Source: an optimization exercise on an open RTL-to-GDS flow (aim: small area, a short achievable clock period and few clock cycles per item). Production flows keep margins and buffers that such runs may drop. Only simulation tests tie the RTL to the original design; equivalence was not proved. Power and IR drop assume default switching activity.

==> flow/design.v (excerpt) <==
module dsp_block_mapping #(
    parameter NUM_BANKS         = 8,
    parameter CACHE_LINES       = 16,
    parameter BLOCK_SIZE_BYTES  = 64,
    parameter ADDR_WIDTH        = 32,
    parameter BLOCK_ID_WIDTH    = 16
)(
    input  logic                         clk,
    input  logic                         rst_n,
    input  logic [1:0]                   map_mode,
    input  logic [47:0]                  sys_config,
    input  logic                         map_req_valid,
    input  logic [BLOCK_ID_WIDTH-1:0]    block_id,
    input  logic [ADDR_WIDTH-1:0]        base_addr,
    output logic                         map_ready,
    output logic [64:0]                  mapping_result,
    output logic                         map_result_valid,
    input  logic                         map_result_ready,
    output logic [31:0]                  bank_conflict_count,
    output logic [31:0]                  cache_miss_count
);
clock: 55.0 ns
lec_check: 0
cap_margin: 20
core_margin: 2
core_utilization: 75
slew_margin: 20
standard.sh (not shown) runs the stock make flow with config.mk's settings and CLKGATE_MAP_FILE= SYNTH_SCRIPT=/design/flow/synth_recipe.tcl, a recipe that flattens the netlist after the stock synthesis.
==> flow/flow/run.sh <==
#!/bin/bash
# Own layout flow: the standard ORFS flow with three changes:
#  - synthesis runs without the generic ABC pass inside Yosys's synth command
#    (SYNTH_ARGS=-noabc), so full adders are extracted from the design's own
#    XOR/majority structure; the registers are the standard synthesis's;
#  - timing repair aims for extra setup slack at the design's clock period;
#  - the ports get plain buffers.
# Each tool's output goes to a log in this folder (ORFS's per-step logs stay
# under orfs/logs).
set -euo pipefail
export SYNTH_ARGS=-noabc
export SETUP_SLACK_MARGIN=40
export BUFFER_PORTS_ARGS="-buffer_cell sky130_fd_sc_hd__buf_2"
bash standard.sh > standard_flow.log 2>&1
Testbench counts at the start, summed over its fixed seeds: cycles 25,619, items 12,000.
==> next run, changes <==
- CORE_UTILIZATION: 75 -> 65
Outcome: Total power came out lower slightly. Die area went up by about a fifth. Sequential share of layout area hardly moves. Design area hardly moves. Core utilization came out lower by 11 points. Via count came out lower by a few percent. Clock skew hardly moves. First-iteration DRC count fell by a little under a tenth. Non-clock buffer count rises by 2. Setup slack gets better by 130 ps. Global-route usage shrinks by 5.9 points.


## run 1
Another version of the RTL of dsp_block_mapping (not shown whole).
For scale: ~1,600 cells after synthesis, about 180 flip-flops, roughly 230 I/O pins, ~0.017 mm^2 of cells after synthesis.
clock: 55.0 ns
lec_check: 0
cap_margin: 20
core_margin: 2
core_utilization: 65
slew_margin: 20
==> flow/flow/run.sh <==
#!/bin/bash
# Own layout flow: the standard ORFS flow with three changes:
#  - synthesis runs without the generic ABC pass inside Yosys's synth command
#    (SYNTH_ARGS=-noabc), so full adders are extracted from the design's own
#    XOR/majority structure; the registers are the standard synthesis's;
#  - timing repair aims for extra setup slack at the design's clock period;
#  - the ports get plain buffers.
# Each tool's output goes to a log in this folder (ORFS's per-step logs stay
# under orfs/logs).
set -euo pipefail
export SYNTH_ARGS=-noabc
export SETUP_SLACK_MARGIN=41
export BUFFER_PORTS_ARGS="-buffer_cell sky130_fd_sc_hd__buf_2"
bash standard.sh > standard_flow.log 2>&1
Testbench counts of run 1, summed over its fixed seeds: cycles 25,902, items 12,000.
Inputs modified between run 1 and run 2:
diff --git a/flow/flow/run.sh b/flow/flow/run.sh
--- a/flow/flow/run.sh
+++ b/flow/flow/run.sh
@@ -12 +12 @@
-export SETUP_SLACK_MARGIN=41
+export SETUP_SLACK_MARGIN=40
Results
- Run 2 against run 1: first-pass GRT wire length held steady; area taken by flip-flops and latches held steady.
- Run 2 and run 1 ended up with nearly the same power dissipated in sequential cells.
- Looking at run 2 and run 1, the global-route usage is a wash.
- The row count on run 2 is in line with that on run 1.
- Compared with run 1, run 2 shows remaining max-slew budget at the tightest pin lower by 0.28 points.
Setup changes, run 2 to run 3
==> flow/run.sh (new file) <==
#!/bin/bash
# synth_recipe.tcl (not shown) runs the flow's synth.tcl, then flattens the netlist and writes it again
# the make line also repeats each setting of config.mk as NAME=value (left out here)
make -C /OpenROAD-flow-scripts/flow DESIGN_CONFIG=/design/flow/config.mk WORK_HOME=/design/flow/orfs CLKGATE_MAP_FILE= SYNTH_SCRIPT=/design/flow/synth_recipe.tcl finish
removed: flow/flow/run.sh
removed: flow/standard.sh
Findings:
Run 3 finished all stages; the layout is clean. Run 2 ran to completion and came out clean on the timing, DRC and antenna checks. Looking at most common cell after layout, fill and taps aside, the sky130_fd_sc_hd__inv_1 result is from run 3; the sky130_fd_sc_hd__fa_1 one comes from run 2. Diff run 2 -> run 3 | global routing met1 resource utilization | increase of 1.3 points. Delta (run 3 minus run 2): adder-cell share of the synthesized area went down 2.1 points, clock period minus final worst setup slack went up 1.31 ns, sequential share of cell area went down 1.8 points, final area went up 9.6%, buffer share of cell area went up 4.7 points. For the wire length of the first global-routing pass, run 3 came in about 3% higher than run 2 did. Sort run 3 and run 2 by fmax asc -> top: run 3.


== 08-20 ==
dsp_block_mapping, a different RTL version from the one above (not shown whole).
Size: ~180 flip-flops, roughly 16000 µm² of cells after synthesis.
export LEC_CHECK = 0
export CAP_MARGIN = 20
export CORE_MARGIN = 2
export CORE_UTILIZATION = 65
export SLEW_MARGIN = 20
create_clock -name core_clock -period 55.0 [get_ports {clk}]
==> flow/flow/run.sh <==
#!/bin/bash
# Own layout flow: the standard ORFS flow with three changes:
#  - synthesis runs without the generic ABC pass inside Yosys's synth command
#    (SYNTH_ARGS=-noabc), so full adders are extracted from the design's own
#    XOR/majority structure; the registers are the standard synthesis's;
#  - timing repair aims for extra setup slack at the design's clock period;
#  - the ports get plain buffers.
# Each tool's output goes to a log in this folder (ORFS's per-step logs stay
# under orfs/logs).
set -euo pipefail
export SYNTH_ARGS=-noabc
export SETUP_SLACK_MARGIN=40
export BUFFER_PORTS_ARGS="-buffer_cell sky130_fd_sc_hd__buf_2"
bash standard.sh > standard_flow.log 2>&1
Testbench counts of 08-20, summed over its fixed seeds: cycles 26,769, items 12,000.
### 08-20 -> 09-24
==> flow/run.sh (new file) <==
#!/bin/bash
# synth_recipe.tcl (not shown) runs the flow's synth.tcl, then flattens the netlist and writes it again
# the make line also repeats each setting of config.mk as NAME=value (left out here)
make -C /OpenROAD-flow-scripts/flow DESIGN_CONFIG=/design/flow/config.mk WORK_HOME=/design/flow/orfs CLKGATE_MAP_FILE= SYNTH_SCRIPT=/design/flow/synth_recipe.tcl finish
removed: flow/flow/run.sh
removed: flow/standard.sh
Findings:
Per the comparison of 09-24 with 08-20, antenna diode instance count shows no meaningful change, combinational power went up. Post-layout minimum cycle time: 09-24 > 08-20. The placeable core region in 09-24 is 1.06 times that in 08-20. 09-24: global-route wire length before repair 2.7% above 08-20.

afterwards: timing with drivers on the ports:
The flow's constraints put no driver on any port. The routed layouts listed below were extracted and timed again, unchanged, in two steps.
Step 1 (the two cells are an assumption about what drives the block):
set clk [get_ports {clk}]
set_driving_cell -lib_cell sky130_fd_sc_hd__clkbuf_16 $clk
set_driving_cell -lib_cell sky130_fd_sc_hd__buf_2 [delete_from_list [all_inputs] $clk]
Step 2 adds t to the input delays and takes it off the output delays; t is the mean of the earliest and latest rising clock arrival at the registers after step 1. Input paths then give back, and output paths get back, about the clock's delay inside the block.
Three values: ideal, step 1, step 2; two values: the first two.
run | shift t [ns] | setup slack, ns | latest minus earliest clock arrival (ns)
the first run of note 1 | 0.490 | 40.123 / 40.069 / 39.844 | 0.023 / 0.023
the second run of note 1 | 0.490 | 40.255 / 40.205 / 39.925 | 0.018 / 0.018
run 1 | 0.498 | 40.769 / 40.714 / 40.347 | 0.014 / 0.015
run 2 | 0.494 | 40.328 / 40.275 / 39.901 | 0.015 / 0.015
run 3 | 0.499 | 39.018 / 38.963 / 39.131 | 0.013 / 0.013
08-20 | 0.485 | 40.246 / 40.194 / 40.063 | 0.017 / 0.017
09-24 | 0.483 | 39.305 / 39.258 / 39.487 | 0.015 / 0.016
After both steps setup and hold are still met in every run listed. For run 2, which loses most, drivers alone change the setup slack by -0.053 ns; drivers and shift together by -0.427 ns.
